Source: an optimization exercise on an open RTL-to-GDS flow (aim: small area). Production flows keep margins and buffers that such runs may drop. The RTL of this run was laid out without a check of its function. Power is estimated from default activity; no workload was simulated.

`design/flow/config.mk`:
```
export PLATFORM = sky130hd
export DESIGN_NAME = ula_radas
export DESIGN_NICKNAME = ula_radas
export VERILOG_FILES = /design/flow/design.v
export SDC_FILE = /design/flow/constraint.sdc
export NUM_CORES = 4
export LEC_CHECK = 0
export CAP_MARGIN = 20
export CORE_MARGIN = 2
export CORE_UTILIZATION = 40
export SLEW_MARGIN = 20
```
`design/flow/constraint.sdc`:
```
create_clock -name core_clock -period 12.0 [get_ports {sysclk}]
set_input_delay 2.4000 -clock core_clock [delete_from_list [all_inputs] [get_ports {sysclk}]]
set_output_delay 2.4000 -clock core_clock [all_outputs]
set_load 0.01 [all_outputs]
```
`design/flow/design.v`:
```
  localparam COREID_STRING = {"EXP27-250820", 8'h00, 8'h00, 8'h00, 8'h00};
  localparam
    VSYNC_OPTION     = 1'b0,    
    FREQ_OPTION      = 3'b000,  
    SCANLINES_OPTION = 1'b0,    
    VIDEO_OPTION     = 1'b1;    
  localparam INITIAL_VIDEO_VALUE = {2'b00, VSYNC_OPTION, FREQ_OPTION, SCANLINES_OPTION, VIDEO_OPTION};
  localparam
    IOADDR = 16'hFC3B,
    IODATA = 16'hFD3B;
  localparam
    ULAPLUSADDR  = 16'hBF3B,
    ULAPLUSDATA  = 16'hFF3B;
  localparam
    TIMEXPORT    = 8'hFF,
    TIMEXMMU     = 8'hF4;
  localparam
    MASTERCONF   = 8'h00,
    MASTERMAPPER = 8'h01;
  localparam
      SPIPORT = 8'h02,      
      CSPIN   = 8'h03;      
  localparam
    SCANCODE = 8'h04,
    KBSTATUS = 8'h05,
    KEYMAP   = 8'h07;
  localparam
   JOYCONFADDR     = 8'h06;
  localparam NMIEVENT = 8'h08;
  localparam MOUSEDATA = 8'h09,
             MOUSESTATUS = 8'h0A;
  localparam
   KEMPSTONADDR    = 8'h1F,
   FULLERADDR      = 8'h7F;
  localparam
      SDCS    = 8'h1F,     
      SDSPI   = 8'h3F,      
      DIVCS   = 8'he7,     
      DIVSPI  = 8'heb;      
  localparam SCANDBLCTRL = 8'h0B;
  localparam PRISMSPEEDCTRL = 16'h8e3b;   
  localparam RASTERLINE = 8'h0C,
             RASTERCTRL = 8'h0D;
  localparam
  	DEVOPTIONS = 8'h0E,
    DEVOPTS2   = 8'h0F;
  localparam MEMREPORT = 8'h10;
  localparam
    RADASCTRL    = 8'h40,
    RADASOFFSET  = 8'h41,
    RADASPADDING = 8'h42,
    RADASPALBANK = 8'h43;
  localparam
    HOFFS48K     = 8'h80,
    VOFFS48K     = 8'h81,
    HOFFS128K    = 8'h82,
    VOFFS128K    = 8'h83,
    HOFFSPEN     = 8'h84,
    VOFFSPEN     = 8'h85;
  localparam
    DMACTRL = 8'hA0,
    DMASRC  = 8'hA1,
    DMADST  = 8'hA2,
    DMAPRE  = 8'hA3,
    DMALEN  = 8'hA4,
    DMAPROB = 8'hA5,
    DMASTAT = 8'hA6;
  localparam UARTDATA = 8'hC6,
             UARTSTAT = 8'hC7;
  localparam SRAMADDR      = 8'hF0,
             SRAMADDRINC   = 8'hF1,
             SRAMDATA      = 8'hF2,
             VDECKCTRL     = 8'hF3;
  localparam CTRLAD724 = 8'hFB;
  localparam ADDR_COREADDR = 8'hFC,
             ADDR_COREBOOT = 8'hFD;
  localparam SCRATCH = 8'hFE;
  localparam
	  IDSTRING = 8'hFF;
  localparam AUDIOMIXER	= 8'hF7;   
`timescale 1ns / 1ps
`default_nettype none
module lut (
    input wire clk,
    input wire load,
    input wire [7:0] din,
    input wire [5:0] a1,
    input wire [5:0] a2,
    input wire [5:0] a3,
    output wire [7:0] do1,
    output wire [7:0] do2,
    output wire [7:0] do3
    );
    reg [7:0] lut[0:63];
    assign do1 = lut[a1];
    assign do2 = lut[a2];
    assign do3 = lut[a3];
    always @(posedge clk) begin
      if (load == 1'b1)
        lut[a3] <= din;
    end
endmodule
`timescale 1ns / 1ps
`default_nettype none
module pal_sync_generator (
    input wire clk,
    input wire clken,
    input wire rst_n,
    input wire [1:0] mode,   
    input wire rasterint_enable,
    input wire vretraceint_disable,
    input wire [8:0] raster_line,
    output wire raster_int_in_progress,
    input wire csync_option,
    input wire [8:0] hinit48k,
    input wire [8:0] vinit48k,
    input wire [8:0] hinit128k,
    input wire [8:0] vinit128k,
    input wire [8:0] hinitpen,
    input wire [8:0] vinitpen,    
    input wire [2:0] ri,
    input wire [2:0] gi,
    input wire [2:0] bi,
    output wire [8:0] hcnt,
    output wire [8:0] vcnt,
    output reg [2:0] ro,
    output reg [2:0] go,
    output reg [2:0] bo,
    output reg hsync,
    output reg vsync,
    output reg csync,
    output wire int_n
    );
  localparam COREID_STRING = {"EXP27-250820", 8'h00, 8'h00, 8'h00, 8'h00};
  localparam
    VSYNC_OPTION     = 1'b0,    
    FREQ_OPTION      = 3'b000,  
    SCANLINES_OPTION = 1'b0,    
    VIDEO_OPTION     = 1'b1;    
  localparam INITIAL_VIDEO_VALUE = {2'b00, VSYNC_OPTION, FREQ_OPTION, SCANLINES_OPTION, VIDEO_OPTION};
  localparam
    IOADDR = 16'hFC3B,
    IODATA = 16'hFD3B;
  localparam
    ULAPLUSADDR  = 16'hBF3B,
    ULAPLUSDATA  = 16'hFF3B;
  localparam
    TIMEXPORT    = 8'hFF,
    TIMEXMMU     = 8'hF4;
  localparam
    MASTERCONF   = 8'h00,
    MASTERMAPPER = 8'h01;
  localparam
      SPIPORT = 8'h02,      
      CSPIN   = 8'h03;      
  localparam
    SCANCODE = 8'h04,
    KBSTATUS = 8'h05,
    KEYMAP   = 8'h07;
  localparam
   JOYCONFADDR     = 8'h06;
  localparam NMIEVENT = 8'h08;
  localparam MOUSEDATA = 8'h09,
             MOUSESTATUS = 8'h0A;
  localparam
   KEMPSTONADDR    = 8'h1F,
   FULLERADDR      = 8'h7F;
  localparam
      SDCS    = 8'h1F,     
      SDSPI   = 8'h3F,      
      DIVCS   = 8'he7,     
      DIVSPI  = 8'heb;      
  localparam SCANDBLCTRL = 8'h0B;
  localparam PRISMSPEEDCTRL = 16'h8e3b;   
  localparam RASTERLINE = 8'h0C,
             RASTERCTRL = 8'h0D;
  localparam
  	DEVOPTIONS = 8'h0E,
    DEVOPTS2   = 8'h0F;
  localparam MEMREPORT = 8'h10;
  localparam
    RADASCTRL    = 8'h40,
    RADASOFFSET  = 8'h41,
    RADASPADDING = 8'h42,
    RADASPALBANK = 8'h43;
  localparam
    HOFFS48K     = 8'h80,
    VOFFS48K     = 8'h81,
    HOFFS128K    = 8'h82,
    VOFFS128K    = 8'h83,
    HOFFSPEN     = 8'h84,
    VOFFSPEN     = 8'h85;
  localparam
    DMACTRL = 8'hA0,
    DMASRC  = 8'hA1,
    DMADST  = 8'hA2,
    DMAPRE  = 8'hA3,
    DMALEN  = 8'hA4,
    DMAPROB = 8'hA5,
    DMASTAT = 8'hA6;
  localparam UARTDATA = 8'hC6,
             UARTSTAT = 8'hC7;
  localparam SRAMADDR      = 8'hF0,
             SRAMADDRINC   = 8'hF1,
             SRAMDATA      = 8'hF2,
             VDECKCTRL     = 8'hF3;
  localparam CTRLAD724 = 8'hFB;
  localparam ADDR_COREADDR = 8'hFC,
             ADDR_COREBOOT = 8'hFD;
  localparam SCRATCH = 8'hFE;
  localparam
	  IDSTRING = 8'hFF;
  localparam AUDIOMIXER	= 8'hF7;   
    reg [8:0] hc;
    reg [8:0] vc;
    reg [8:0] hc_sync;
    reg [8:0] vc_sync;
    reg [8:0] end_count_h;
    reg [8:0] end_count_v;
    reg [8:0] begin_hblank;
    reg [8:0] end_hblank;
    reg [8:0] begin_hsync;
    reg [8:0] end_hsync;
    reg [8:0] begin_vblank;
    reg [8:0] end_vblank;
    reg [8:0] begin_vsync;
    reg [8:0] end_vsync;
    reg [8:0] vcint;
    reg [8:0] begin_hcint;
    reg [8:0] end_hcint;
    assign hcnt = hc;
    assign vcnt = vc;
	always @(posedge clk) begin
      if (rst_n == 1'b0) begin
        hc <= 9'h000;
        vc <= 9'h000;
        hc_sync <= 9'd104;
        vc_sync <= 9'd0;
        end_count_h <= 9'd447;
        end_count_v <= 9'd311;
        begin_hblank <= 9'd320;
        end_hblank <= 9'd415;
        begin_hsync <= 9'd344;
        end_hsync <= 9'd375;
        begin_vblank <= 9'd248;
        end_vblank <= 9'd255;
        begin_vsync <= 9'd248;
        end_vsync <= 9'd251;
        vcint <= 9'd248;
        begin_hcint <= 9'd0;
        end_hcint <= 9'd63;
      end
	  else if (clken) begin
      if (hc_sync == end_count_h) begin
         hc_sync <= 9'd0;
         if (vc_sync == end_count_v) begin
            vc_sync <= 9'd0;
         end
         else begin
            vc_sync <= vc_sync + 9'd1;
         end
      end
      else begin
         hc_sync <= hc_sync + 9'd1;
      end
      if (hc == end_count_h) begin
        hc <= 9'd0;
        if (vc == end_count_v) begin
          vc <= 9'd0;
          case (mode)
					  2'b00: begin  
								  end_count_h <= 9'd447;
								  end_count_v <= 9'd311;
								  hc_sync <= hinit48k;
								  vc_sync <= vinit48k;
								  begin_hblank <= 9'd320;
								  end_hblank <= 9'd415;
								  begin_hsync <= 9'd344;
								  end_hsync <= 9'd375;
								  begin_vblank <= 9'd248;
								  end_vblank <= 9'd255;
								  begin_vsync <= 9'd248;
								  end_vsync <= 9'd251;
								  vcint <= 9'd248;
								  begin_hcint <= 9'd4;
								  end_hcint <= 9'd67;
							  end
            2'b01: begin  
								  end_count_h <= 9'd455;
								  end_count_v <= 9'd310;
								  hc_sync <= hinit128k;
								  vc_sync <= vinit128k;
								  begin_hblank <= 9'd320;
								  end_hblank <= 9'd415;
								  begin_hsync <= 9'd344;
								  end_hsync <= 9'd375;
								  begin_vblank <= 9'd248;
								  end_vblank <= 9'd255;
								  begin_vsync <= 9'd248;
								  end_vsync <= 9'd251;
								  vcint <= 9'd248;
								  begin_hcint <= 9'd6;
								  end_hcint <= 9'd69;
							  end
					  2'b10: begin  
								  end_count_h <= 9'd447;
								  end_count_v <= 9'd319;
								  hc_sync <= hinitpen;
								  vc_sync <= vinitpen;
								  begin_hblank <= 9'd320;
								  end_hblank <= 9'd383;
								  begin_hsync <= 9'd320;
								  end_hsync <= 9'd351;
								  begin_vblank <= 9'd240;
								  end_vblank <= 9'd271;
								  begin_vsync <= 9'd240;
								  end_vsync <= 9'd255;
								  vcint <= 9'd239;
								  begin_hcint <= 9'd326;
								  end_hcint <= 9'd397;
							  end
					  2'b11: begin  
								  end_count_h <= 9'd447;
								  end_count_v <= 9'd261;
								  hc_sync <= 9'd112;
								  vc_sync <= 9'd508;
								  begin_hblank <= 9'd320;
								  end_hblank <= 9'd415;
								  begin_hsync <= 9'd344;
								  end_hsync <= 9'd375;
								  begin_vblank <= 9'd216;
								  end_vblank <= 9'd223;
								  begin_vsync <= 9'd216;
								  end_vsync <= 9'd219;
								  vcint <= 9'd216;
								  begin_hcint <= 9'd4;
								  end_hcint <= 9'd67;
							  end
				  endcase
        end
        else
          vc <= vc + 9'd1;
      end
      else
        hc <= hc + 9'd1;
     end
	 end
    reg vretrace_int_n, raster_int_n;
    assign int_n = vretrace_int_n & raster_int_n;
    assign raster_int_in_progress = ~raster_int_n;
    always @* begin
      vretrace_int_n = 1'b1;
      if (vretraceint_disable == 1'b0) begin
        if (vc == vcint && hc >= begin_hcint && hc <= end_hcint) 
            vretrace_int_n = 1'b0;
      end
    end
    always @* begin
      raster_int_n = 1'b1;
      if (rasterint_enable == 1'b1 && hc >= 256 && hc <= 319) begin
        if (raster_line == 9'd0 && vc == end_count_v) 
          raster_int_n = 1'b0;
        if (raster_line != 9'd0 && vc == (raster_line - 9'd1))
          raster_int_n = 1'b0;
      end
    end
    reg hblank;  
    reg vblank;  
    always @* begin
      if (hc >= begin_hblank && hc <= end_hblank)
        hblank = 1'b1;
      else
        hblank = 1'b0; 
      if (vc >= begin_vblank && vc <= end_vblank)
        vblank = 1'b1;
      else
        vblank = 1'b0;
      if (hc >= begin_hsync && hc <= end_hsync)
        hsync = 1'b0;
      else
        hsync = 1'b1;
      if (vc >= begin_vsync && vc <= end_vsync)
        vsync = 1'b0;
      else
        vsync = 1'b1;
    end
    always @* begin
      if (hblank == 1'b1 || vblank == 1'b1) begin
        ro = 3'b000;
        go = 3'b000;
        bo = 3'b000;
      end
      else begin
        ro = ri;
        go = gi;
        bo = bi;
      end
    end
    always @* begin
      csync = 1'b1;
      if (csync_option == 1'b1 && mode != 2'b11) begin   
         if (vc_sync < 9'd248 || vc_sync > 9'd255) begin
            if (hc_sync >= 9'd0 && hc_sync <= 9'd27)
               csync = 1'b0;
         end
         else if (vc_sync == 9'd248 || vc_sync == 9'd249 || vc_sync == 9'd250 || vc_sync == 9'd254 || vc_sync == 9'd255) begin
            if ((hc_sync >= 9'd0 && hc_sync <= 9'd13) || (hc_sync >= 9'd224 && hc_sync <= 9'd237))
               csync = 1'b0;
         end
         else if (vc_sync == 9'd251 || vc_sync == 9'd252) begin
            if ((hc_sync >= 9'd0 && hc_sync <= 9'd210) || (hc_sync >= 9'd224 && hc_sync <= 9'd433))
               csync = 1'b0;
         end
         else begin  
            if ((hc_sync >= 9'd0 && hc_sync <= 9'd210) || (hc_sync >= 9'd224 && hc_sync <= 9'd237))
               csync = 1'b0;
         end
      end
      else if (mode != 2'b11) begin
         if ((hc_sync >= 9'd0 && hc_sync <= 9'd27) || (vc_sync >= 9'd248 && vc_sync <= 9'd251))   
            csync = 1'b0;
      end
      else begin
         if ((hc_sync >= 9'd0 && hc_sync <= 9'd27) || (vc_sync >= 9'd216 && vc_sync <= 9'd219))   
            csync = 1'b0;
      end
    end    
endmodule
`timescale 1ns / 1ps
`default_nettype none
module ula_radas (
    input wire sysclk,
    input wire clk14en,
    input wire clk7en,
    input wire clk7en_n,
    input wire clk35en,
    input wire clk35en_n,
    input wire clk35en_ca,
    input wire clk35en_ca_n,
    output wire CPUContention,
    input wire rst_n,   
    input wire [15:0] a,
    input wire mreq_n,
    input wire iorq_n,
    input wire rd_n,
    input wire wr_n,
    input wire rfsh_n,
    output wire int_n,
    input wire [7:0] din,
    output reg [7:0] dout,
    input wire rasterint_enable,
    input wire vretraceint_disable,
    input wire [8:0] raster_line,
    output wire raster_int_in_progress,
    output reg [13:0] va,   
    input wire [7:0] vramdata,
    input wire [7:0] zxuno_addr,
    input wire zxuno_regrd,
    input wire zxuno_regwr,
    input wire regaddr_changed,
    input wire ear,
    input wire [4:0] kbd,
    output reg mic,
    output reg spk,
    input wire issue2_keyboard,
    input wire [1:0] mode,
    input wire ioreqbank,
    input wire disable_contention,
    input wire access_to_contmem,
    output wire doc_ext_option,
    input wire enable_timexmmu,
    input wire disable_timexscr,
    input wire disable_ulaplus,    
    input wire disable_radas,
    input wire csync_option,
    output wire [2:0] r,
    output wire [2:0] g,
    output wire [2:0] b,
    output wire [8:0] hcnt,
    output wire [8:0] vcnt,
    output wire hsync,
    output wire vsync,
    output wire csync
    );
  localparam COREID_STRING = {"EXP27-250820", 8'h00, 8'h00, 8'h00, 8'h00};
  localparam
    VSYNC_OPTION     = 1'b0,    
    FREQ_OPTION      = 3'b000,  
    SCANLINES_OPTION = 1'b0,    
    VIDEO_OPTION     = 1'b1;    
  localparam INITIAL_VIDEO_VALUE = {2'b00, VSYNC_OPTION, FREQ_OPTION, SCANLINES_OPTION, VIDEO_OPTION};
  localparam
    IOADDR = 16'hFC3B,
    IODATA = 16'hFD3B;
  localparam
    ULAPLUSADDR  = 16'hBF3B,
    ULAPLUSDATA  = 16'hFF3B;
  localparam
    TIMEXPORT    = 8'hFF,
    TIMEXMMU     = 8'hF4;
  localparam
    MASTERCONF   = 8'h00,
    MASTERMAPPER = 8'h01;
  localparam
      SPIPORT = 8'h02,      
      CSPIN   = 8'h03;      
  localparam
    SCANCODE = 8'h04,
    KBSTATUS = 8'h05,
    KEYMAP   = 8'h07;
  localparam
   JOYCONFADDR     = 8'h06;
  localparam NMIEVENT = 8'h08;
  localparam MOUSEDATA = 8'h09,
             MOUSESTATUS = 8'h0A;
  localparam
   KEMPSTONADDR    = 8'h1F,
   FULLERADDR      = 8'h7F;
  localparam
      SDCS    = 8'h1F,     
      SDSPI   = 8'h3F,      
      DIVCS   = 8'he7,     
      DIVSPI  = 8'heb;      
  localparam SCANDBLCTRL = 8'h0B;
  localparam PRISMSPEEDCTRL = 16'h8e3b;   
  localparam RASTERLINE = 8'h0C,
             RASTERCTRL = 8'h0D;
  localparam
  	DEVOPTIONS = 8'h0E,
    DEVOPTS2   = 8'h0F;
  localparam MEMREPORT = 8'h10;
  localparam
    RADASCTRL    = 8'h40,
    RADASOFFSET  = 8'h41,
    RADASPADDING = 8'h42,
    RADASPALBANK = 8'h43;
  localparam
    HOFFS48K     = 8'h80,
    VOFFS48K     = 8'h81,
    HOFFS128K    = 8'h82,
    VOFFS128K    = 8'h83,
    HOFFSPEN     = 8'h84,
    VOFFSPEN     = 8'h85;
  localparam
    DMACTRL = 8'hA0,
    DMASRC  = 8'hA1,
    DMADST  = 8'hA2,
    DMAPRE  = 8'hA3,
    DMALEN  = 8'hA4,
    DMAPROB = 8'hA5,
    DMASTAT = 8'hA6;
  localparam UARTDATA = 8'hC6,
             UARTSTAT = 8'hC7;
  localparam SRAMADDR      = 8'hF0,
             SRAMADDRINC   = 8'hF1,
             SRAMDATA      = 8'hF2,
             VDECKCTRL     = 8'hF3;
  localparam CTRLAD724 = 8'hFB;
  localparam ADDR_COREADDR = 8'hFC,
             ADDR_COREBOOT = 8'hFD;
  localparam SCRATCH = 8'hFE;
  localparam
	  IDSTRING = 8'hFF;
  localparam AUDIOMIXER	= 8'hF7;   
    localparam
      BHPIXEL =  0,
      EHPIXEL =  255,
      BVPIXEL =  0,
      EVPIXEL =  191,
      BVSYNC  =  248;    
    localparam
      ULA48K   = 2'b00,
      ULA128K  = 2'b01,
      PENTAGON = 2'b10,
      NTSC     = 2'b11;
	 reg [2:0] ri;
	 reg [2:0] gi;
	 reg [2:0] bi;
	 wire [8:0] hc;
	 wire [8:0] vc;
	 assign hcnt = hc;
	 assign vcnt = vc;
    reg radasborderpalettehalf;
    reg [1:0] radaspixelpalettequarter;
    reg [8:0] hinit48k;
    reg [8:0] vinit48k;
    reg [8:0] hinit128k;
    reg [8:0] vinit128k;
    reg [8:0] hinitpen;
    reg [8:0] vinitpen;    
    reg [13:0] radasoffset;
    reg [7:0] radaspadding;
    reg ffbitmapofs;
    reg [7:0] lastdatatoradasoffset;
   wire in_int_line;
   pal_sync_generator syncs (
    .clk(sysclk),
    .clken(clk7en),
    .rst_n(rst_n),
    .mode(mode),
    .rasterint_enable(rasterint_enable),
    .vretraceint_disable(vretraceint_disable),
    .raster_line(raster_line),
    .raster_int_in_progress(raster_int_in_progress),
    .csync_option(csync_option),
    .hinit48k(hinit48k),
    .vinit48k(vinit48k),
    .hinit128k(hinit128k),
    .vinit128k(vinit128k),
    .hinitpen(hinitpen),
    .vinitpen(vinitpen),
    .ri(ri),
    .gi(gi),
    .bi(bi),
    .hcnt(hc),
    .vcnt(vc),
    .ro(r),
    .go(g),
    .bo(b),
    .hsync(hsync),
    .vsync(vsync),
    .csync(csync),
    .int_n(int_n)
    );
    reg BitmapDataLoad;
    reg AttrDataLoad;
    reg WriteToPortFE;
    reg SerializerLoad;
    reg TimexConfigLoad;
    reg AttrOutputLoad;
    reg PaletteRegLoad;
    reg ConfigRegLoad;
    reg PaletteLoad;
    reg BitmapAddr;
    reg AttrAddr;
    reg CALoad;
    reg VideoEnable;
    wire RadasEnabled;   
    reg [7:0] BitmapData;
    always @(posedge sysclk) begin
      if (rst_n == 1'b0)
         BitmapData <= 8'h00;
      else if (BitmapDataLoad && clk7en)
         BitmapData <= vramdata;
    end
    reg [7:0] AttrData;
    always @(posedge sysclk) begin
      if (rst_n == 1'b0)
         AttrData <= 8'h00;
      else if (AttrDataLoad && clk7en)
         AttrData <= vramdata;
    end
    reg [2:0] Border;   
    always @(posedge sysclk) begin
      if (rst_n == 1'b0)
         Border <= 3'b010;
      else if (WriteToPortFE)
         Border <= din[2:0];
    end
    reg [7:0] BitmapSerializer;
    wire SerialOutput = BitmapSerializer[7];
    always @(posedge sysclk) begin
      if (rst_n == 1'b0)
        BitmapSerializer <= 8'h00;
      else if (clk7en == 1'b1) begin
        if (SerializerLoad == 1'b1)
           BitmapSerializer <= BitmapData;
        else
           BitmapSerializer <= {BitmapSerializer[6:0],1'b0};
      end
    end
    reg clkhalf14;
    always @(posedge sysclk)
      if (rst_n == 1'b0)
        clkhalf14 <= 1'b0;
      else if (clk14en == 1'b1)
        clkhalf14 <= ~clkhalf14;    
    reg [15:0] BitmapSerializerHR;
    wire SerialOutputHR = BitmapSerializerHR[15];
    always @(posedge sysclk) begin
      if (rst_n == 1'b0)
        BitmapSerializerHR <= 16'h0000;
      else if (clk14en == 1'b1) begin
        if (SerializerLoad == 1'b1 && clkhalf14 == 1'b1)
          BitmapSerializerHR <= {BitmapData,AttrData};
        else
          BitmapSerializerHR <= {BitmapSerializerHR[14:0],1'b0};
      end
    end
    reg [7:0] TimexConfigReg;
    wire PG  = TimexConfigReg[0];
    wire HCL = TimexConfigReg[1];
    wire HR  = TimexConfigReg[2];
    assign doc_ext_option = enable_timexmmu & TimexConfigReg[7];
    wire [2:0] HRInk = TimexConfigReg[5:3];
    always @(posedge sysclk) begin
      if (rst_n == 1'b0)
         TimexConfigReg <= 8'h00;
      else if (TimexConfigLoad)
         TimexConfigReg <= din;
    end
    reg [7:0] InputToAttrOutput;
    always @* begin
      InputToAttrOutput = AttrData;
      case ({VideoEnable,HR})
         2'b00 : InputToAttrOutput = (RadasEnabled)? {radasborderpalettehalf,Border,radasborderpalettehalf,Border} : {2'b00,Border,3'b000};
         2'b01,
         2'b11 : InputToAttrOutput = {2'b01,~HRInk,HRInk};
         2'b10 : InputToAttrOutput = AttrData;
      endcase
    end
    reg [7:0] AttrOutput;
    reg [7:0] BorderColorDelayed;   
    wire [2:0] StdPaperColour = AttrOutput[5:3];
    wire [2:0] StdInkColour = AttrOutput[2:0];
    wire Bright = AttrOutput[6];
    wire Flash = AttrOutput[7];
    always @(posedge sysclk) begin
      if (rst_n == 1'b0) begin
        BorderColorDelayed <= 8'h00;
        AttrOutput <= 8'h00;
      end
      else if (clk7en) begin
        BorderColorDelayed <= {2'b00,Border,3'b000};   
        if (mode == PENTAGON && (hc<(BHPIXEL+12) || hc>(EHPIXEL+12) || vc<BVPIXEL || vc>EVPIXEL))
           AttrOutput <= BorderColorDelayed;   
        else if (AttrOutputLoad)
           AttrOutput <= InputToAttrOutput;
      end
    end
    reg Pixel;
    always @* begin
      if (HR)
         Pixel = SerialOutputHR;
      else
         Pixel = SerialOutput;
    end
    reg [4:0] FlashCounter;
    wire FlashFF = FlashCounter[4];
    wire PixelWFlash = Pixel ^ (Flash & FlashFF);
    always @(posedge sysclk) begin
		if (rst_n == 1'b0)
			FlashCounter <= 5'h00;
		else if (vc==BVSYNC && hc==0 && clk7en)
			FlashCounter <= FlashCounter + 5'd1;
	  end
   reg [3:0] StdPixelColour;
   always @* begin
      if (PixelWFlash)
         StdPixelColour = {Bright,StdInkColour};
      else
         StdPixelColour = {Bright,StdPaperColour};
   end
   reg [8:0] Std9bitColour;
	always @* begin
 	  case (StdPixelColour)   
				0,8: Std9bitColour = {3'b000,3'b000,3'b000};
				1:   Std9bitColour = {3'b000,3'b000,3'b101};
				2:   Std9bitColour = {3'b000,3'b101,3'b000};
				3:   Std9bitColour = {3'b000,3'b101,3'b101};
				4:   Std9bitColour = {3'b101,3'b000,3'b000};
				5:   Std9bitColour = {3'b101,3'b000,3'b101};
				6:   Std9bitColour = {3'b101,3'b101,3'b000};
				7:   Std9bitColour = {3'b101,3'b101,3'b101};
				9:   Std9bitColour = {3'b000,3'b000,3'b111};
				10:  Std9bitColour = {3'b000,3'b111,3'b000};
				11:  Std9bitColour = {3'b000,3'b111,3'b111};
				12:  Std9bitColour = {3'b111,3'b000,3'b000};
				13:  Std9bitColour = {3'b111,3'b000,3'b111};
				14:  Std9bitColour = {3'b111,3'b111,3'b000};
				15:  Std9bitColour = {3'b111,3'b111,3'b111};
				default: Std9bitColour = {3'b000,3'b000,3'b000};
	  endcase
	end
   reg [6:0] PaletteReg;
   always @(posedge sysclk) begin
      if (rst_n == 1'b0)
        PaletteReg <= 7'h00;
      else if (PaletteRegLoad)
        PaletteReg <= din[6:0];
   end
   reg ConfigReg;
   always @(posedge sysclk) begin
      if (rst_n == 1'b0)
         ConfigReg <= 1'b0;
      else if (ConfigRegLoad)
         ConfigReg <= din[0];
   end
   reg [1:0] RadasCtrl;
   always @(posedge sysclk) begin
      if (rst_n == 1'b0)
         RadasCtrl <= 2'b00;
      else if (zxuno_addr == RADASCTRL && zxuno_regwr == 1'b1 && disable_radas == 1'b0)
         RadasCtrl <= din[1:0];
   end
   assign RadasEnabled = &RadasCtrl[1:0];
   wire ULAplusEnabled = ConfigReg | RadasEnabled;
   wire [7:0] PaletteEntryToCPU;
   wire [7:0] ULAplusPaperColour;
   wire [7:0] ULAplusInkColour;
   wire [5:0] AddressA1 = (RadasEnabled)? {radaspixelpalettequarter,InputToAttrOutput[7:4]} :
                                          {InputToAttrOutput[7:6],1'b1,InputToAttrOutput[5:3]};
   wire [5:0] AddressA2 = (RadasEnabled)? {radaspixelpalettequarter,InputToAttrOutput[3:0]} :
                                          {InputToAttrOutput[7:6],1'b0,InputToAttrOutput[2:0]};
   lut palette (
      .clk(sysclk),
      .load(PaletteLoad),
      .din(din),
      .a1(AddressA1),
      .a2(AddressA2),
      .a3(PaletteReg[5:0]),
      .do1(ULAplusPaperColour),
      .do2(ULAplusInkColour),
      .do3(PaletteEntryToCPU)
      );
   reg [15:0] AttrPlusOutput;
   always @(posedge sysclk) begin
      if (rst_n == 1'b0)
         AttrPlusOutput <= 16'h0000;
      else if (AttrOutputLoad && clk7en)
         AttrPlusOutput <= {ULAplusPaperColour,ULAplusInkColour};
   end
   reg [7:0] ULAplusPixelColour;
   always @* begin
      case ({RadasEnabled,hc[1],Pixel})
         3'b000,
         3'b010 : ULAplusPixelColour = AttrPlusOutput[15:8];
         3'b001,
         3'b011 : ULAplusPixelColour = AttrPlusOutput[7:0];
         3'b100,
         3'b101 : ULAplusPixelColour = AttrPlusOutput[15:8];   
         3'b110,
         3'b111 : ULAplusPixelColour = AttrPlusOutput[7:0];    
         default : ULAplusPixelColour = AttrPlusOutput[15:8];
      endcase
   end
   wire [8:0] ULAplus9bitColour = {ULAplusPixelColour,ULAplusPixelColour[1] | ULAplusPixelColour[0]};
   always @* begin
      if (ULAplusEnabled) begin
         gi = ULAplus9bitColour[8:6];
         ri = ULAplus9bitColour[5:3];
         bi = ULAplus9bitColour[2:0];
      end
      else begin
         gi = Std9bitColour[8:6];
         ri = Std9bitColour[5:3];
         bi = Std9bitColour[2:0];
      end
   end
   reg [4:0] CA;
   always @(posedge sysclk) begin
      if (rst_n == 1'b0)
         CA <= 5'h00;
      else if (CALoad && clk7en)
         CA <= hc[7:3];
   end
   reg [6:0] dram_row_for_ula_snow;
   reg snow_is_about_to_happen;
   reg [6:0] latched_row_from_first_burst;
   always @(posedge sysclk) begin
     if (rst_n == 1'b0) begin
       dram_row_for_ula_snow <= 7'h00;
       snow_is_about_to_happen <= 1'b0;
       latched_row_from_first_burst <= 7'h00;
     end
     else if (clk7en) begin
       if ((hc[3:0] == 4'd7 || hc[3:0] == 4'd8 || hc[3:0] == 4'd11) && rfsh_n == 1'b0 && mreq_n == 1'b0 && a[15:14]==2'b01) begin
         if (snow_is_about_to_happen == 1'b0)
           dram_row_for_ula_snow <= a[6:0];   
         snow_is_about_to_happen <= (mode == ULA48K);   
       end
       else if ((hc[3:0] == 4'd10) && rfsh_n == 1'b0 && mreq_n == 1'b0 && a[15:14]==2'b01) begin
         dram_row_for_ula_snow <= latched_row_from_first_burst;   
         snow_is_about_to_happen <= (mode == ULA48K);   
       end
       else if (hc[3:0] == 4'd15 || (hc[3:0] == 4'd11 && (rfsh_n == 1'b1 || mreq_n == 1'b1 || a[15:14]!=2'b01)))
         snow_is_about_to_happen <= 1'b0;
       if (hc[3:0] == 4'd9)
         latched_row_from_first_burst <= va[6:0];   
     end
   end
   wire [8:0] hcd = hc + 9'hFF8;   
   always @* begin
     if (!RadasEnabled) begin
         if (BitmapAddr) begin
            va = {PG,vc[7:6],vc[2:0],vc[5:3],CA};
            if (snow_is_about_to_happen == 1'b1)   
               va[6:0] = dram_row_for_ula_snow;
         end
         else if (AttrAddr) begin
            if (HCL==1'b0) begin
               va = {PG,3'b110,vc[7:3],CA};
               if (snow_is_about_to_happen == 1'b1)   
                  va[6:0] = dram_row_for_ula_snow;
            end
            else begin
               va = {1'b1,vc[7:6],vc[2:0],vc[5:3],CA};
            end
         end
         else
            va = 14'h0000;
     end
     else begin         
         va = {PG,vc[7:1],hcd[7:2]} + radasoffset + vc[7:1]*radaspadding;
     end
  end
   reg Border_n;
   always @* begin
     if (vc>=BVPIXEL && vc<=EVPIXEL && hc>=BHPIXEL && hc<=EHPIXEL)
        Border_n = 1;
    else
        Border_n = 0;
	end
   always @* begin
      BitmapDataLoad = 1'b0;
      AttrDataLoad = 1'b0;
      SerializerLoad = 1'b0;
      VideoEnable = 1'b0;
      AttrOutputLoad = 1'b0;
      BitmapAddr = 1'b0;
      AttrAddr = 1'b0;
      CALoad = 1'b0;
      if (!RadasEnabled) begin    
         if (hc>=(BHPIXEL+8) && hc<=(EHPIXEL+8) && vc>=BVPIXEL && vc<=EVPIXEL) begin   
            VideoEnable = 1'b1;
            if (hc[2:0]==3'd4) begin
                SerializerLoad = 1'b1;   
            end
         end
         if (hc[2:0] == 3'd4) begin         
            AttrOutputLoad = 1'b1;   
         end
         if (hc[2:0]==3'd3) begin
            CALoad = 1'b1;
         end
         if (hc>=BHPIXEL && hc<=EHPIXEL && vc>=BVPIXEL && vc<=EVPIXEL) begin
            if (hc[3:0]==4'd8 || hc[3:0]==4'd12) begin
               BitmapAddr = 1'b1;
            end
            if (hc[3:0]==4'd9 || hc[3:0]==4'd13) begin
               BitmapAddr = 1'b1;
               BitmapDataLoad = 1'b1;
            end
            if (hc[3:0]==4'd10 || hc[3:0]==4'd14) begin
               AttrAddr = 1'b1;
            end
            if (hc[3:0]==4'd11 || hc[3:0]==4'd15) begin
               AttrAddr = 1'b1;
               AttrDataLoad = 1'b1;
            end
         end
      end
      else begin   
         if (hc[1:0]==2'b11) begin    
            AttrOutputLoad = 1'b1;
         end
         if (hc>=(BHPIXEL+8) && hc<=(EHPIXEL+8) && vc>=BVPIXEL && vc<=EVPIXEL) begin   
            VideoEnable = 1'b1;
            if (hc[1:0]==2'b01) begin   
               AttrDataLoad = 1'b1;
            end
         end
      end
   end
   always @(posedge sysclk) begin
      if (rst_n == 1'b0) begin
         {spk,mic} <= 2'b00;
      end
      else if (WriteToPortFE) begin
         {spk,mic} <= din[4:3];
      end
   end
   always @* begin
      TimexConfigLoad = 1'b0;
      PaletteRegLoad = 1'b0;
      ConfigRegLoad = 1'b0;
      PaletteLoad = 1'b0;
      WriteToPortFE = 1'b0;
      if (iorq_n==1'b0 && wr_n==1'b0) begin
         if (a[0]==1'b0 && (!enable_timexmmu || a[7:0]!=TIMEXMMU))
            WriteToPortFE = 1'b1;
         else if (a[7:0]==TIMEXPORT && !disable_timexscr)
            TimexConfigLoad = 1'b1;
         else if (a==ULAPLUSADDR && !disable_ulaplus)
            PaletteRegLoad = 1'b1;
         else if (a==ULAPLUSDATA && !disable_ulaplus) begin
            if (PaletteReg[6]==1'b0)   
               PaletteLoad = 1'b1;
            else
               ConfigRegLoad = 1'b1;   
         end
      end
   end
   always @(posedge sysclk) begin
      if (rst_n == 1'b0) begin
        radasborderpalettehalf <= 1'b0;
        radaspixelpalettequarter <= 2'b00;
        hinit48k  <= 9'd112;
        vinit48k  <= 9'd0;
        hinit128k <= 9'd116;
        vinit128k <= 9'd0;
        hinitpen  <= 9'd116;
        vinitpen  <= 9'd0;
      end
      else if (zxuno_regwr == 1'b1) begin
         case (zxuno_addr)
            HOFFS48K:  hinit48k  <= {din,1'b0};
            VOFFS48K:  vinit48k  <= {din,1'b0};
            HOFFS128K: hinit128k <= {din,1'b0};
            VOFFS128K: vinit128k <= {din,1'b0};
            HOFFSPEN:  hinitpen  <= {din,1'b0};
            VOFFSPEN:  vinitpen  <= {din,1'b0};
            RADASPALBANK: {radasborderpalettehalf,radaspixelpalettequarter} <= din[2:0];
         endcase
      end
   end
   reg offset_reg_accessed;
   always @(posedge sysclk) begin
      if (rst_n == 1'b0) begin
         ffbitmapofs <= 1'b0;
         radasoffset <= 14'h0000;
         radaspadding <= 8'h00;
         lastdatatoradasoffset <= 8'h00;
         offset_reg_accessed <= 1'b0;                  
      end
      else begin
         if (regaddr_changed && zxuno_addr == RADASOFFSET)
            ffbitmapofs <= 1'b0;
         else if (offset_reg_accessed == 1'b0 && zxuno_addr == RADASOFFSET && (zxuno_regrd == 1'b1 || zxuno_regwr == 1'b1)) begin
            if (zxuno_regwr == 1'b1 && ffbitmapofs == 1'b0) begin
               radasoffset[7:0] <= din;
            end
            else if (zxuno_regwr == 1'b1 && ffbitmapofs == 1'b1) begin
               radasoffset[13:8] <= din[5:0];
            end
            else if (zxuno_regrd == 1'b1 && ffbitmapofs == 1'b0) begin
               lastdatatoradasoffset <= radasoffset[7:0];
            end
            else if (zxuno_regrd == 1'b1 && ffbitmapofs == 1'b1) begin
               lastdatatoradasoffset <= {2'b00,radasoffset[13:8]};
            end
            ffbitmapofs <= ~ffbitmapofs;
            offset_reg_accessed <= 1'b1;
         end
         else if (zxuno_regwr == 1'b1 && zxuno_addr == RADASPADDING) begin
            radaspadding <= din;
         end
         if (offset_reg_accessed == 1'b1 && zxuno_regwr == 1'b0 && zxuno_regwr == 1'b0)
            offset_reg_accessed <= 1'b0;
      end
   end
	reg post_processed_ear;   
	always @* begin
		if (issue2_keyboard)
			post_processed_ear = ear ^ (spk | mic);
		else
			post_processed_ear = ear ^ spk;
    end
   always @* begin
      dout = 8'hFF;
      if (iorq_n==1'b0 && rd_n==1'b0) begin
         if (a[0]==1'b0 && (a[7:0]!=TIMEXMMU || !enable_timexmmu))
            dout = {1'b1,post_processed_ear,1'b1,kbd};
         else if (a==ULAPLUSADDR && !disable_ulaplus)
            dout = {1'b0,PaletteReg};
         else if (a==ULAPLUSDATA && PaletteReg[6]==1'b0 && !disable_ulaplus)
            dout = PaletteEntryToCPU;
         else if (a==ULAPLUSDATA && PaletteReg[6]==1'b1 && !disable_ulaplus)
            dout = {7'b0000000,ConfigReg};
         else if (a[7:0]==TIMEXPORT && enable_timexmmu && !disable_timexscr)
            dout = TimexConfigReg;
         else if (zxuno_addr == HOFFS48K && zxuno_regrd == 1'b1)
            dout = hinit48k[8:1];
         else if (zxuno_addr == VOFFS48K && zxuno_regrd == 1'b1)
            dout = vinit48k[8:1];
         else if (zxuno_addr == HOFFS128K && zxuno_regrd == 1'b1)
            dout = hinit128k[8:1];
         else if (zxuno_addr == VOFFS128K && zxuno_regrd == 1'b1)
            dout = vinit128k[8:1];
         else if (zxuno_addr == HOFFSPEN && zxuno_regrd == 1'b1)
            dout = hinitpen[8:1];
         else if (zxuno_addr == VOFFSPEN && zxuno_regrd == 1'b1)
            dout = vinitpen[8:1];
         else if (zxuno_addr == RADASCTRL && zxuno_regrd == 1'b1 && !disable_radas)
            dout = {6'b000000,RadasCtrl};
         else if (zxuno_addr == RADASOFFSET && zxuno_regrd == 1'b1 && !disable_radas)
            dout = lastdatatoradasoffset;
         else if (zxuno_addr == RADASPADDING && zxuno_regrd == 1'b1 && !disable_radas)
            dout = radaspadding;
         else if (zxuno_addr == RADASPALBANK && zxuno_regrd == 1'b1 && !disable_radas)
            dout = {5'b00000, radasborderpalettehalf,radaspixelpalettequarter};
         else begin
            if (BitmapAddr || AttrAddr)
                dout = vramdata;
            else
                dout = 8'hFF;
         end
      end
   end
   wire iorequla = !iorq_n && (a[0]==0);
   wire iorequlaplus = !iorq_n && !disable_ulaplus && (a==ULAPLUSADDR || a==ULAPLUSDATA);
   wire ioreqall_n = !(iorequlaplus || iorequla || ioreqbank);
    reg MayContend_n;
    always @(posedge sysclk) begin   
      if (rst_n == 1'b0)
        MayContend_n <= 1'b1;
      else if (clk7en_n) begin
        if (hc[3:0]>=4'd4 && Border_n==1'b1)
          MayContend_n <= 1'b0;
        else
          MayContend_n <= 1'b1;
      end
    end
    reg CauseContention_n;
    always @* begin
        if ((access_to_contmem || !ioreqall_n) && !RadasEnabled && !disable_contention)
            CauseContention_n = 1'b0;
        else
            CauseContention_n = 1'b1;
    end
    reg CancelContention;
    reg CancelContention_cycle_before;
    always @(posedge sysclk) begin
      if (rst_n == 1'b0) begin
        CancelContention_cycle_before <= 1'b1;
        CancelContention <= 1'b1;
      end
      else begin
      if (clk35en && !CPUContention) begin        
        if (!mreq_n || !ioreqall_n)
            CancelContention_cycle_before <= 1'b1;
        else
            CancelContention_cycle_before <= 1'b0;
      end
      if (clk35en_n)
        CancelContention <= CancelContention_cycle_before;
      end
    end
    assign CPUContention = (~(MayContend_n | CauseContention_n | CancelContention));
endmodule
```
`design/flow/run.sh`:
```
#!/bin/bash
# synth_recipe.tcl (not shown) runs the flow's synth.tcl, then flattens the netlist and writes it again
# the make line also repeats each setting of config.mk as NAME=value (left out here)
make -C /OpenROAD-flow-scripts/flow DESIGN_CONFIG=/design/flow/config.mk WORK_HOME=/design/flow/orfs CLKGATE_MAP_FILE= SYNTH_SCRIPT=/design/flow/synth_recipe.tcl finish
```
==> run notes <==
outcome=complete, no violations; Seq/Total Area, Yosys=between 40% and 50%; Largest delay share family, worst path=adder cells; unrepaired setup endpoints after global routing=no; DP Wirelength=between 100,000 and 150,000 um; clock sink count=771; Period minus WS final=roughly 10 ns; Static Leak=approximately 19 nW; Post-Synthesis Cells=approximately 4.3k; clock buffer count from CTS=85; Post-CTS Hold Fix Bufs=0; main combinational cell family by area after synthesis=multiplexers; Power Density=113.5 nW/um^2; largest net degree at the start of global routing=~100; Syn Std Cell Area=45,620 um^2; worst reg2reg path endpoint=AttrPlusOutput[13]; fin. max-slew vios=0; Async S/R FF share, synth=0%; layout cell share with drive strength beyond 1=11.34%; combinational share of power=~5.5%; initial cell density of the core=between 40% and 50%; final hold vios=0; hold endpoint=AttrOutput[4]; classification of the worst setup path=flop to output port; Slew HR=between 10% and 20%; drt first pass iters=6; Placed Cells=between 5k and 6k; core area=about 110,000 um^2; Critical Path End Type=output port; num ports=143; Worst Setup SP=syncs.hc[3]; Die Y-Extent=about 340 um; Max Cap Viol=0; vias per std cell=6.418; Synth Warn #=4; Slew @ Worst Pin=1.213 ns; reg-to-reg startpoint=syncs.hc[1]; Critical Path Max Stage Delay=0.81 ns; Synth Flop Type=edfxtp_1; arrival time worst endpoint=~7.6 ns; simple-gate portion of the synthesized area=between 10% and 20%; initial antenna violation count=12; Routed Antenna Nets=0; Synth Register Bits=just under 800; Mapped Nets=4,561; number of global-route vias before repair=about 35k; Yosys top cell area share=33.70%; CTS resizes=0; Post-Layout Cell Count=5,895; Psw=1.358 mW; TritonCTS clock tree=built; Crit path required time=between 9 and 10 ns; Die Area=116,800 um^2; H-tree level count=3; clock transition at the registers of the reported paths=~0.06 ns; slowest CP cell=dfxtp_1; Sw Ratio=23.44%; via count=between 30k and 40k; total negative slack=0 ns; number of buffers inserted by port buffering=140; Area Overhead vs Synth=11.95%; worst vdd ir=between 100 and 150 uV; power share of the clock group=between 40% and 50%; first-pass GRT wire length=between 200,000 and 250,000 um; Setup Skew=0.03287 ns; Post-synth EDFFs=512; Reg power frac=approximately 50%; post-synthesis mux area share=about 18%; final setup fails=0; routability cong.=approximately 1; R2R Setup Slk=between 5 and 6 ns; syn avg cell area=10.51 um^2; Fmax achieved=roughly 100 MHz; Max FO, Critical Path=20; Post-Route WL=166,400 um; internal power=roughly 4.4 mW; wire per inst=~28 um; total track usage=between 20 and 30%; DR DRC count=0; number of distinct library cells after synthesis=84; CP cell instances=inv_1 > ha_1 > or4b_4 > nand2_1 > fa_1 > inv_1 > fa_1 > fa_1 > fa_1 > inv_1 > ha_1 > nor2b_1 > o21ai_0 > a21boi_0 > o21ai_0 > a21boi_0 > o21ai_0 > a21boi_0 > o21ai_0 > and3_1 > o32ai_1 > clkdlybuf4s50_1; top cells by area, synth=edfxtp_1 34%, dfxtp_1 11%, mux4_2 11%; CTS Buffer Depth=3; period utilisation layout=a little over four fifths; final net count=approximately 4.5k; XOR/XNOR share of the synthesized area=0.9599%; post-synthesis adder-cell area fraction=between 4 and 5%; die width=341.7 um; post-CTS setup buffers=0; R2R cell count=13; area leader, netlist=edfxtp_1; worst hold path class=flop to flop; Synth Area in Compound Gates=between 10% and 20%; Hold Crit Start=AttrOutput[4]; Row Count=123; crit path launch type=flop; worst hold stages=2; crit path buf inv count=4; clock latency (worst-skew pair)=between 0.6 and 0.7 ns; initial DRC count=5,267; clock root buffer=clkbuf_16; grt total ovfl=0
## cell type report
| class | count | area, um^2 |
|---|---|---|
| inverter | 114 | 429.2 |
| multi-input combinational | 3130 | 23440 |
| antenna | 3 | 7.507 |
| clock buffer | 113 | 2376 |
| sequential | 771 | 20570 |
| tap | 1500 | 1877 |
| fill | 10430 | 61730 |
| clock inverter | 41 | 354.1 |
| timing repair buffer | 223 | 2022 |
## state kept, by name, indices dropped and copies added (netlist names), 8 cells and up, named ones only
register,count
radaspadding,8
vinit128k,8
BitmapSerializer,8
syncs.vc,9
radasoffset,14
TimexConfigReg,8
AttrData,8
vinit48k,8
hinit128k,8
palette.lut,512
syncs.hc_sync,9
lastdatatoradasoffset,8
AttrPlusOutput,16
vinitpen,8
BitmapSerializerHR,16
BitmapData,8
AttrOutput,8
hinit48k,8
syncs.hc,9
hinitpen,8
syncs.vc_sync,9
## routing by layer
| metal | routed length (um) | up-vias | share of wire (%) | GRT usage [%] |
|---|---|---|---|---|
| met5 | 97 | - | 0.058 | 0 |
| met1 | 65380 | 18660 | 39 | 38.03 |
| li1 | - | 16230 | - | - |
| met4 | 7624 | 16 | 4.6 | 11.37 |
| met2 | 73660 | 2516 | 44 | 42.27 |
| met3 | 19630 | 409 | 12 | 6.189 |
## placed cells by master (no fill, tap or decap), drive strengths merged, types with 41 or more instances in the layout
cell type,instances
clkdlybuf4s50,129
o22ai,95
buf,94
edfxtp,512
and2,53
a31oi,46
o21ai,209
nand2,663
clkbuf,113
inv,113
a21oi,243
nor2,269
fa,53
nor3,41
mux4,221
ha,84
nand3,226
dfxtp,259
mux2i,295
nor2b,70
## cell families (layout without fill, tap and decap cells)
group	Yosys count	count (layout)
buffers and inverters	438	491
other	0	3
AO/OA/AOI/OAI	891	891
multiplexers	528	528
AND/OR/NAND/NOR	1524	1524
XOR/XNOR	50	50
flip-flops	771	771
adder cells (fa/ha/maj)	137	137
## how the worst max path moves through the flow
stage | to | slack, ns | depth (start not counted)
6_report | va[13] | 1.98 | 22
5_1_grt | va[13] | 1.44 | 25
4_1_cts | va[13] | 2.04 | 22
3_5_place_dp | va[13] | 2.77 | 22
3_3_place_gp | va[13] | 2.74 | 22
2_1_floorplan | va[13] | 4.06 | 22
## per-stage QoR
stage | setup slack [ns] | total power [mW] | cell area [um^2] | hold WS [ns] | utilization, %
floorplan | 4.056 | 3.067 | 45620 | 0.4311 | -
detailed placement | 2.766 | 3.218 | 48340 | 0.4432 | 42.85
global placement | 2.742 | 3.216 | 48310 | 0.4381 | 42.82
global route | 1.445 | 5.927 | 51070 | 0.4853 | 45.27
finish | 1.982 | 5.795 | 51070 | 0.4521 | 45.28
CTS | 2.044 | 5.801 | 51070 | 0.4513 | 45.27
## power groups by stage
stage	Clock, mW	Sequential, mW	Combinational, mW
finish	2.63	2.85	0.317
global route	2.74	2.85	0.333
CTS	2.64	2.85	0.310
detailed placement	0	2.91	0.309
global placement	0	2.91	0.307
floorplan	0	2.90	0.164
## synthesized netlist by cell type (28+ instances only)
cell	instances
a31oi_1	46
nor2_1	269
nand3_1	226
inv_1	113
xnor2_1	34
o21ai_0	205
buf_1	43
a211oi_1	40
a21oi_1	243
nor3_1	39
mux4_2	221
nor4_1	38
and3_1	28
nand4_1	35
edfxtp_1	512
nor2b_1	70
ha_1	84
mux2i_1	295
o22ai_1	95
clkbuf_1	218
nand2_1	662
buf_2	48
dfxtp_1	259
fa_1	53
and2_1	52
## tightest hold or removal path: cells and delay by family (launching register included)
| kind | cells | cell delay, ns |
|---|---|---|
| flops | 1 | 0.30 |
| simple gates | 1 | 0.05 |
| compound gates | 1 | 0.05 |

port drivers added, routing unchanged:
In the flow no input, the clock included, has a driving cell. The finished layout below was timed again as built, in two steps.
Step 1 sets driving cells, clkbuf_16 on the clock port and buf_2 on the other inputs (assumed; they add their load-dependent delay and slew).
Step 2 moves the port delays by t, midway between the first and last clock arrival at a register: inputs arrive t later, outputs are due t later. That takes back most of the time a late clock gives input paths.
Slacks: no drivers / after step 1 / after step 2; pairs: no drivers / after step 1.
t, ns: 0.730
setup WS [ns]: 1.982 / 1.912 / 2.642
hold slack, ns: 0.452 / 0.452 / 0.452
worst setup path after step 2: register to output
After both steps this run still meets setup and hold. For this run, drivers alone change the setup slack by -0.070 ns; drivers and shift together by +0.660 ns.
